Background: an optimization exercise with open tools, aiming at small area, a short achievable clock period and few clock cycles per item. Do not read the settings as production practice. Only simulation tests tie the RTL to the original design; equivalence was not proved.

Design rsa, start of the top module:
module rsa #(
    parameter WIDTH = 32,
    parameter E_BITS = 32
)(
    input  wire                   clk,
    input  wire                   rst,
    input  wire                   start,
    input  wire [WIDTH-1:0]       M,
    input  wire [E_BITS-1:0]      E,
    input  wire [WIDTH-1:0]       N,
    input  wire [WIDTH-1:0]       N_INV,
    input  wire [WIDTH-1:0]       R2_MOD_N,
    output wire [WIDTH-1:0]       C,
    output reg                    done
);
Size: ~2000 cells after synthesis, ~200 I/O pins.
Settings: LEC_CHECK=0, ABC_AREA=1, ABC_CLOCK_PERIOD_IN_PS=5000, CAP_MARGIN=20, CORE_MARGIN=2, CORE_UTILIZATION=60, CTS_BUF_LIST=sky130_fd_sc_hd__clkbuf_8 sky130_fd_sc_hd__clkbuf_16, PLACE_DENSITY=0.7, SLEW_MARGIN=20; clock period 15.0 ns.
standard.sh (not shown) runs the stock make flow with config.mk's settings and CLKGATE_MAP_FILE= SYNTH_SCRIPT=/design/flow/synth_recipe.tcl, a recipe that flattens the netlist after the stock synthesis.
==> flow/flow/run.sh <==
#!/bin/bash
# Standard layout (the standard.sh: standard synthesis, floorplan, place,
# CTS, route) with three changes to how it is made:
#  - before floorplanning, flow/fixpol.tcl (with flow/fixpol.py) flips full
#    adders to remove inverters around them (FA(~a,~b,~c) = ~FA(a,b,c)); the
#    registers and the logic function are unchanged;
#  - ORFS's repair_timing is asked for 10.5 ns of setup margin instead of 0, so
#    that it also shortens paths that already meet the 15 ns clock;
#  - the port buffers that global placement inserts are sky130_fd_sc_hd__buf_1.
# The SDC and the clock period are the standard flow's. Make's output goes to
# make_finish.log; fixpol writes fixpol_in.txt and fixpol_ops.txt here.
set -euo pipefail
bash standard.sh SETUP_SLACK_MARGIN=10.5 'BUFFER_PORTS_ARGS=-buffer_cell sky130_fd_sc_hd__buf_1' "PRE_FLOORPLAN_TCL=$(pwd)/flow/fixpol.tcl" finish > make_finish.log 2>&1
Other scripts of this flow, unchanged in this note and not shown: flow/flow/fixpol.py, flow/flow/fixpol.tcl
Testbench counts at the start, summed over its fixed seeds: cycles 112,410, items 320.
Next try:
==> flow/flow/run.sh (replaced) <==
#!/bin/bash
# Standard layout (the standard.sh: standard synthesis, floorplan, place,
# CTS, route) with three changes to how it is made:
#  - before floorplanning, flow/fixpol.tcl (with flow/fixpol.py) flips full
#    adders to remove inverters around them (FA(~a,~b,~c) = ~FA(a,b,c)); the
#    registers and the logic function are unchanged;
#  - ORFS's repair_timing is asked for 10 ns of setup margin instead of 0, so
#    that it also shortens paths that already meet the 15 ns clock;
#  - the port buffers that global placement inserts are sky130_fd_sc_hd__buf_2.
# The SDC and the clock period are the standard flow's. Make's output goes to
# make_finish.log; fixpol writes fixpol_in.txt and fixpol_ops.txt here.
set -euo pipefail
bash standard.sh SETUP_SLACK_MARGIN=10 'BUFFER_PORTS_ARGS=-buffer_cell sky130_fd_sc_hd__buf_2' "PRE_FLOORPLAN_TCL=$(pwd)/flow/fixpol.tcl" finish > make_finish.log 2>&1
Settings changed: ABC_AREA 1 to unset.
Effect: The changed run produced a clean layout. Die area increases by 1.8%. Global-route usage goes down by 0.95 points. Synthesized area climbs by 1.8%. Wire length went down by 0.44%. Design area is lower by 3.6%. Setup slack got worse by 0.016 ns. Fmax went down by 0.33%. Count of clock-buffer cells in the layout is higher by 6.
Next try:
==> flow/flow/run.sh (replaced) <==
#!/bin/bash
# Standard layout (the standard.sh: standard synthesis, floorplan, place,
# CTS, route) with three changes to how it is made:
#  - before floorplanning, flow/fixpol.tcl (with flow/fixpol.py) flips full
#    adders to remove inverters around them (FA(~a,~b,~c) = ~FA(a,b,c)); the
#    registers and the logic function are unchanged;
#  - ORFS's repair_timing is asked for 9.8 ns of setup margin instead of 0, so
#    that it also shortens paths that already meet the 15 ns clock;
#  - the port buffers that global placement inserts are sky130_fd_sc_hd__buf_1.
# The SDC and the clock period are the standard flow's. Make's output goes to
# make_finish.log; fixpol writes fixpol_in.txt and fixpol_ops.txt here.
set -euo pipefail
bash standard.sh SETUP_SLACK_MARGIN=9.8 'BUFFER_PORTS_ARGS=-buffer_cell sky130_fd_sc_hd__buf_1' "PRE_FLOORPLAN_TCL=$(pwd)/flow/fixpol.tcl" finish > make_finish.log 2>&1
Settings changed: ABC_AREA set to 1.
=> First-iteration DRC count goes down by about 20%. Area after synthesis decreases by 1.8%. Design area is lower by 3.8%. Die area decreases by 1.8%. Utilization falls by 0.78 points. Cell count increases by 12%. Maximum frequency shrinks by 1.6%. Synthesized cell count rose by about 15%.
Next try:
==> flow/flow/run.sh (replaced) <==
#!/bin/bash
# Standard layout (the standard.sh: standard synthesis, floorplan, place,
# CTS, route) with three changes to how it is made:
#  - before floorplanning, flow/fixpol.tcl (with flow/fixpol.py) flips full
#    adders to remove inverters around them (FA(~a,~b,~c) = ~FA(a,b,c)); the
#    registers and the logic function are unchanged;
#  - ORFS's repair_timing is asked for 10.25 ns of setup margin instead of 0, so
#    that it also shortens paths that already meet the 15 ns clock;
#  - the port buffers that global placement inserts are sky130_fd_sc_hd__buf_1.
# The SDC and the clock period are the standard flow's. Make's output goes to
# make_finish.log; fixpol writes fixpol_in.txt and fixpol_ops.txt here.
set -euo pipefail
bash standard.sh SETUP_SLACK_MARGIN=10.25 'BUFFER_PORTS_ARGS=-buffer_cell sky130_fd_sc_hd__buf_1' "PRE_FLOORPLAN_TCL=$(pwd)/flow/fixpol.tcl" finish > make_finish.log 2>&1
The changed run ran to the end with no violations.
Maximum frequency goes down slightly.
Clock-buffer cell count increases by 1.
Cell count went up slightly.
Design area rose by a few percent.
First-iteration DRC count came out lower slightly.

========
The RTL this note starts from:
==> flow/design.v <==
module rsa #(
    parameter WIDTH = 32,
    parameter E_BITS = 32
)(
    input  wire                   clk,
    input  wire                   rst,
    input  wire                   start,
    input  wire [WIDTH-1:0]       M,
    input  wire [E_BITS-1:0]      E,
    input  wire [WIDTH-1:0]       N,
    input  wire [WIDTH-1:0]       N_INV,
    input  wire [WIDTH-1:0]       R2_MOD_N,
    output wire [WIDTH-1:0]       C,
    output reg                    done
);
    localparam K  = 4;           
    localparam W  = 38;          
    localparam AW = 34;          
    localparam PH_IDLE = 3'd0, PH_C1 = 3'd1, PH_C2 = 3'd2,
               PH_SQ = 3'd4, PH_MUL = 3'd5, PH_FIN = 3'd6;
    reg  [2:0]    ph;
    reg           it;          
    reg  [3:0]    j;           
    reg  [32:0]   res;         
    reg  [32:0]   mr;          
    reg  [AW-1:0] s, c;        
    reg           cin;         
    reg  [K-1:0]  a;           
    reg  [4:0]    idx;         
    reg           ebit;        
    reg           ez;          
    reg           isn;         
    reg  [3:0]    npr;         
    assign C = res[31:0];
    reg  [3:0] np;
    always @(*) begin
        case (N[3:1])
            3'd0: np = 4'd15;
            3'd1: np = 4'd5;
            3'd2: np = 4'd3;
            3'd3: np = 4'd9;
            3'd4: np = 4'd7;
            3'd5: np = 4'd13;
            3'd6: np = 4'd11;
            default: np = 4'd1;
        endcase
    end
    reg [4:0] lead;
    integer i;
    always @(*) begin
        lead = 5'd0;
        for (i = 0; i < 32; i = i + 1)
            if (E[i]) lead = i[4:0];
    end
    function [3:0] qmul(input [3:0] y, input [2:0] n);
        reg c2a, c2b, c2c, c2d;
        begin
            qmul[0] = y[0];
            qmul[1] = y[1] ^ (n[0] & y[0]);
            c2a = y[2]; c2b = n[0] & y[1]; c2c = n[1] & y[0]; c2d = n[0] & y[1] & y[0];
            qmul[2] = c2a ^ c2b ^ c2c ^ c2d;
            qmul[3] = y[3] ^ (n[0] & y[2]) ^ (n[1] & y[1]) ^ (n[2] & y[0])
                    ^ (c2a & c2b) ^ (c2a & c2c) ^ (c2a & c2d)
                    ^ (c2b & c2c) ^ (c2b & c2d) ^ (c2c & c2d);
        end
    endfunction
    reg  [3:0] t;              
    reg  [3:0] mlo;            
    wire [3:0] y_s = s[3:0] ^ c[3:0] ^ t;
    wire [3:0] y_k = {(s[2:0] & c[2:0]) | (s[2:0] & t[2:0]) | (c[2:0] & t[2:0]), 1'b0};
    wire [3:0] y_p = y_s ^ y_k;
    wire [3:0] y_g = y_s & y_k;
    wire [3:0] y_c;
    assign y_c[0] = cin;
    assign y_c[1] = y_g[0] | (y_p[0] & cin);
    assign y_c[2] = y_g[1] | (y_p[1] & y_g[0]) | (y_p[1] & y_p[0] & cin);
    assign y_c[3] = y_g[2] | (y_p[2] & y_g[1]) | (y_p[2] & y_p[1] & y_g[0])
                  | (y_p[2] & y_p[1] & y_p[0] & cin);
    wire [3:0] u = y_p ^ y_c;
    wire [3:0] q = qmul(u, npr[3:1]);
    wire [W-1:0] b0 = a[0] ? {5'b0, res}        : {W{1'b0}};
    wire [W-1:0] b1 = a[1] ? {4'b0, res, cin}   : {{(W-1){1'b0}}, cin};
    wire [W-1:0] b2 = a[2] ? {3'b0, res, 2'b0}  : {W{1'b0}};
    wire [W-1:0] b3 = a[3] ? {2'b0, res, 3'b0}  : {W{1'b0}};
    wire [W-1:0] n0 = q[0] ? {6'b0, N}          : {W{1'b0}};
    wire [W-1:0] n1 = q[1] ? {5'b0, N, 1'b0}    : {W{1'b0}};
    wire [W-1:0] n2 = q[2] ? {4'b0, N, 2'b0}    : {W{1'b0}};
    wire [W-1:0] n3 = q[3] ? {3'b0, N, 3'b0}    : {W{1'b0}};
    wire [W-1:0] s0 = {4'b0, s};
    wire [W-1:0] c0 = {4'b0, c};
    wire [W-1:0] l1a_s = s0 ^ c0 ^ b0;
    wire [W-1:0] l1a_c = ((s0 & c0) | (s0 & b0) | (c0 & b0)) << 1;
    wire [W-1:0] l1b_s = b1 ^ b2 ^ b3;
    wire [W-1:0] l1b_c = ((b1 & b2) | (b1 & b3) | (b2 & b3)) << 1;
    wire [W-1:0] l2_s  = l1a_s ^ l1a_c ^ l1b_s;
    wire [W-1:0] l2_c  = ((l1a_s & l1a_c) | (l1a_s & l1b_s) | (l1a_c & l1b_s)) << 1;
    wire [W-1:0] l3_s  = l2_s ^ l2_c ^ l1b_c;
    wire [W-1:0] l3_c  = ((l2_s & l2_c) | (l2_s & l1b_c) | (l2_c & l1b_c)) << 1;
    wire [W-1:0] l4a_s = l3_s ^ l3_c ^ n0;
    wire [W-1:0] l4a_c = ((l3_s & l3_c) | (l3_s & n0) | (l3_c & n0)) << 1;
    wire [W-1:0] l4b_s = n1 ^ n2 ^ n3;
    wire [W-1:0] l4b_c = ((n1 & n2) | (n1 & n3) | (n2 & n3)) << 1;
    wire [W-1:0] l5_s  = l4a_s ^ l4a_c ^ l4b_s;
    wire [W-1:0] l5_c  = ((l4a_s & l4a_c) | (l4a_s & l4b_s) | (l4a_c & l4b_s)) << 1;
    wire [W-1:0] l6_s  = l5_s ^ l5_c ^ l4b_c;
    wire [W-1:0] l6_c  = ((l5_s & l5_c) | (l5_s & l4b_c) | (l5_c & l4b_c)) << 1;
    wire cin_n = |l6_c[K-1:1];
    wire [AW-1:0] sum = s + c + {{(AW-1){1'b0}}, cin};
    wire [3:0] jn = j + 4'd1;
    wire [35:0] res_w = {3'b0, res};
    wire [35:0] mr_w  = {3'b0, mr};
    reg  [3:0] res_d, mr_d;
    always @(*) begin
        case (jn)
            4'd1: begin res_d = res_w[7:4];   mr_d = mr_w[7:4];   end
            4'd2: begin res_d = res_w[11:8];  mr_d = mr_w[11:8];  end
            4'd3: begin res_d = res_w[15:12]; mr_d = mr_w[15:12]; end
            4'd4: begin res_d = res_w[19:16]; mr_d = mr_w[19:16]; end
            4'd5: begin res_d = res_w[23:20]; mr_d = mr_w[23:20]; end
            4'd6: begin res_d = res_w[27:24]; mr_d = mr_w[27:24]; end
            4'd7: begin res_d = res_w[31:28]; mr_d = mr_w[31:28]; end
            4'd8: begin res_d = res_w[35:32]; mr_d = mr_w[35:32]; end
            default: begin res_d = 4'd0; mr_d = 4'd0; end
        endcase
    end
    wire last = (ph == PH_C1) ? (j == 4'd13) : (j == 4'd8);
    wire idx0 = (idx == 5'd0);
    reg [2:0] ph_nx;
    always @(*) begin
        case (ph)
            PH_C1:   ph_nx = PH_C2;
            PH_C2:   ph_nx = (ez | idx0) ? PH_FIN : PH_SQ;
            PH_SQ:   ph_nx = ebit ? PH_MUL : (idx0 ? PH_FIN : PH_SQ);
            PH_MUL:  ph_nx = idx0 ? PH_FIN : PH_SQ;
            default: ph_nx = PH_IDLE;
        endcase
    end
    wire idx_dec = (ph == PH_C2 || ph == PH_MUL || (ph == PH_SQ && !ebit)) && !idx0;
    always @(posedge clk) begin
        if (rst) begin
            ph   <= PH_IDLE;
            it   <= 1'b0;
            done <= 1'b0;
        end else begin
            done <= 1'b0;
            if (ph == PH_IDLE) begin
                if (start) begin
                    ph <= PH_C1;
                    it <= 1'b1;
                end
            end else if (it) begin
                if (last) it <= 1'b0;
            end else begin
                ph   <= ph_nx;
                it   <= (ph != PH_FIN);
                done <= (ph == PH_FIN);
            end
        end
    end
    reg [3:0]  a_nx;
    reg [32:0] res_nx;
    always @(*) begin
        a_nx   = a;
        res_nx = res;
        if (it) begin
            case (ph)
                PH_C1, PH_SQ: a_nx = res_d;
                PH_C2:        a_nx = ez ? 4'd0 : mr_d;
                PH_MUL:       a_nx = mr_d;
                default:      a_nx = 4'd0;
            endcase
        end else begin
            case (ph)
                PH_C1: begin
                    res_nx = ez ? sum[32:0] : {1'b0, M};
                    a_nx   = ez ? 4'd1 : sum[3:0];
                end
                PH_C2: begin
                    res_nx = sum[32:0];
                    a_nx   = (ph_nx == PH_FIN) ? 4'd1 : sum[3:0];
                end
                PH_SQ: begin
                    res_nx = sum[32:0];
                    a_nx   = ebit ? mr[3:0] : ((ph_nx == PH_FIN) ? 4'd1 : sum[3:0]);
                end
                PH_MUL: begin
                    res_nx = sum[32:0];
                    a_nx   = (ph_nx == PH_FIN) ? 4'd1 : sum[3:0];
                end
                default: begin    
                    res_nx = isn ? 33'd0 : sum[32:0];
                end
            endcase
        end
    end
    always @(posedge clk) begin
        npr  <= np;
        ebit <= E[idx];
        isn  <= (res == {1'b0, N});
        a    <= (ph == PH_IDLE) ? R2_MOD_N[3:0] : a_nx;
        res  <= (ph == PH_IDLE) ? {1'b0, R2_MOD_N} : res_nx;
        t    <= (ph == PH_IDLE) ? R2_MOD_N[3:0] * R2_MOD_N[3:0]
              : a_nx * ((!it && ph == PH_C1 && !ez) ? mlo : res_nx[3:0]);
        if (ph == PH_IDLE) mlo <= M[3:0];
        if (ph == PH_IDLE || !it) begin
            s   <= {AW{1'b0}};
            c   <= {AW{1'b0}};
            cin <= 1'b0;
            j   <= 4'd0;
        end else begin
            s   <= l6_s[W-1:K];
            c   <= l6_c[W-1:K];
            cin <= cin_n;
            j   <= jn;
        end
        if (ph == PH_IDLE) begin
            idx <= lead;
            ez  <= ~|E;
        end else if (!it) begin
            if (idx_dec) idx <= idx - 5'd1;
            if (ph == PH_C1 || ph == PH_C2) mr <= sum[32:0];
        end
    end
endmodule
==> flow/config.mk <==
export PLATFORM = sky130hd
export DESIGN_NAME = rsa
export DESIGN_NICKNAME = rsa
export VERILOG_FILES = /design/flow/design.v
export SDC_FILE = /design/flow/constraint.sdc
export NUM_CORES = 4
export LEC_CHECK = 0
export ABC_AREA = 1
export ABC_CLOCK_PERIOD_IN_PS = 5000
export CAP_MARGIN = 20
export CORE_MARGIN = 2
export CORE_UTILIZATION = 60
export CTS_BUF_LIST = sky130_fd_sc_hd__clkbuf_8 sky130_fd_sc_hd__clkbuf_16
export PLACE_DENSITY = 0.7
export SLEW_MARGIN = 20
==> flow/constraint.sdc <==
create_clock -name core_clock -period 15.0 [get_ports {clk}]
set_input_delay 3.0000 -clock core_clock [delete_from_list [all_inputs] [get_ports {clk}]]
set_output_delay 3.0000 -clock core_clock [all_outputs]
set_load 0.01 [all_outputs]
==> flow/flow/run.sh <==
#!/bin/bash
# Standard layout (the standard.sh: standard synthesis, floorplan, place,
# CTS, route) with three changes to how it is made:
#  - before floorplanning, flow/fixpol.tcl (with flow/fixpol.py) flips full
#    adders to remove inverters around them (FA(~a,~b,~c) = ~FA(a,b,c)); the
#    registers and the logic function are unchanged;
#  - ORFS's repair_timing is asked for 10 ns of setup margin instead of 0, so
#    that it also shortens paths that already meet the 15 ns clock;
#  - the port buffers that global placement inserts are sky130_fd_sc_hd__buf_1.
# The SDC and the clock period are the standard flow's. Make's output goes to
# make_finish.log; fixpol writes fixpol_in.txt and fixpol_ops.txt here.
set -euo pipefail
bash standard.sh SETUP_SLACK_MARGIN=10 'BUFFER_PORTS_ARGS=-buffer_cell sky130_fd_sc_hd__buf_1' "PRE_FLOORPLAN_TCL=$(pwd)/flow/fixpol.tcl" finish > make_finish.log 2>&1
Other scripts of this flow, unchanged in this note and not shown: flow/flow/fixpol.py, flow/flow/fixpol.tcl
Testbench counts at the start, summed over its fixed seeds: cycles 112,410, items 320.
Change:
- CORE_UTILIZATION: 60 -> 50
- PLACE_DENSITY: 0.7 -> 0.6
Outcome:
- The new run passed the timing, DRC and antenna checks
- register-to-register slack gets worse by 0.03 ns
- worst setup slack gets better by 0.027 ns
- design area came out higher by 0.82%
- clock skew hardly moves
Change:
==> flow/flow/run.sh (replaced) <==
#!/bin/bash
# Standard layout (the standard.sh: standard synthesis, floorplan, place,
# CTS, route) with three changes to how it is made:
#  - before floorplanning, flow/fixpol.tcl (with flow/fixpol.py) flips full
#    adders to remove inverters around them (FA(~a,~b,~c) = ~FA(a,b,c)); the
#    registers and the logic function are unchanged;
#  - ORFS's repair_timing is asked for 10.25 ns of setup margin instead of 0, so
#    that it also shortens paths that already meet the 15 ns clock;
#  - the port buffers that global placement inserts are sky130_fd_sc_hd__buf_1.
# The SDC and the clock period are the standard flow's. Make's output goes to
# make_finish.log; fixpol writes fixpol_in.txt and fixpol_ops.txt here.
set -euo pipefail
bash standard.sh SETUP_SLACK_MARGIN=10.25 'BUFFER_PORTS_ARGS=-buffer_cell sky130_fd_sc_hd__buf_1' "PRE_FLOORPLAN_TCL=$(pwd)/flow/fixpol.tcl" finish > make_finish.log 2>&1
- ABC_AREA: 1 -> default
- CORE_UTILIZATION: 50 -> 60
- PLACE_DENSITY: 0.6 -> 0.7
Maximum frequency stays flat; area after synthesis is higher by about 1.8%; synthesized cell count is lower by 13%; non-clock buffer count is higher by 3; worst setup slack improves by 0.014 ns; global-route usage is higher by 4.5 points.
Change:
==> flow/flow/run.sh (replaced) <==
#!/bin/bash
# Standard layout (the standard.sh: standard synthesis, floorplan, place,
# CTS, route) with three changes to how it is made:
#  - before floorplanning, flow/fixpol.tcl (with flow/fixpol.py) flips full
#    adders to remove inverters around them (FA(~a,~b,~c) = ~FA(a,b,c)); the
#    registers and the logic function are unchanged;
#  - ORFS's repair_timing is asked for 10 ns of setup margin instead of 0, so
#    that it also shortens paths that already meet the 15 ns clock;
#  - the port buffers that global placement inserts are sky130_fd_sc_hd__buf_1.
# The SDC and the clock period are the standard flow's. Make's output goes to
# make_finish.log; fixpol writes fixpol_in.txt and fixpol_ops.txt here.
set -euo pipefail
bash standard.sh SETUP_SLACK_MARGIN=10 'BUFFER_PORTS_ARGS=-buffer_cell sky130_fd_sc_hd__buf_1' "PRE_FLOORPLAN_TCL=$(pwd)/flow/fixpol.tcl" finish > make_finish.log 2>&1
- ABC_AREA: default -> 1
- CTS_BUF_LIST: sky130_fd_sc_hd__clkbuf_8 sky130_fd_sc_hd__clkbuf_16 -> sky130_fd_sc_hd__clkbuf_16
- CTS_CLUSTER_DIAMETER: default -> 250
- CTS_CLUSTER_SIZE: default -> 60
The changed run finished with timing, DRC and antenna clean.
Setup slack degrades by 0.041 ns.
Die area drops by 1.8%.
Sequential cell count is unchanged.
Worst hold slack hardly moves.
Clock-buffer cell count shrinks by 5.
Via count goes up by 3.6%.

==> static timing again, ports no longer ideal <==
How much do the figures lean on ideal ports? The routed layouts below were timed once more, with nothing changed but the port constraints.
Step 1 (the two cells are an assumption about what drives the block):
set clk [get_ports {clk}]
set_driving_cell -lib_cell sky130_fd_sc_hd__clkbuf_16 $clk
set_driving_cell -lib_cell sky130_fd_sc_hd__buf_2 [delete_from_list [all_inputs] $clk]
Step 2 adds t to the input delays and takes it off the output delays; t is the mean of the earliest and latest rising clock arrival at the registers after step 1. Input paths then give back, and output paths get back, about the clock's delay inside the block.
Slacks: no drivers / after step 1 / after step 2; pairs: no drivers / after step 1.
| run | t (ns) | slack for setup (ns) | slew at the worst register clock pin (ns) | worst slew at a driven data input, ns | pins driven straight from the clock port |
|---|---|---|---|---|---|
| the first run of note 1 | 0.500 | 10.083 / 10.108 / 9.608 | 0.08 / 0.08 | 0.06 | 1 |
| the second run of note 1 | 0.483 | 10.067 / 10.067 / 9.623 | 0.08 / 0.08 | 0.04 | 1 |
| the third run of note 1 | 0.482 | 9.988 / 9.988 / 9.586 | 0.07 / 0.07 | 0.05 | 1 |
| the fourth run of note 1 | 0.489 | 9.957 / 9.988 / 9.499 | 0.07 / 0.07 | 0.04 | 1 |
| the first run of note 2 | 0.495 | 10.060 / 10.076 / 9.581 | 0.08 / 0.08 | 0.04 | 1 |
| the second run of note 2 | 0.503 | 10.088 / 10.118 / 9.615 | 0.08 / 0.08 | 0.05 | 1 |
| the third run of note 2 | 0.480 | 10.101 / 10.101 / 9.726 | 0.07 / 0.07 | 0.04 | 1 |
| the fourth run of note 2 | 0.495 | 10.060 / 10.076 / 9.581 | 0.08 / 0.08 | 0.04 | 1 |
After both steps every run listed still meets setup and hold.
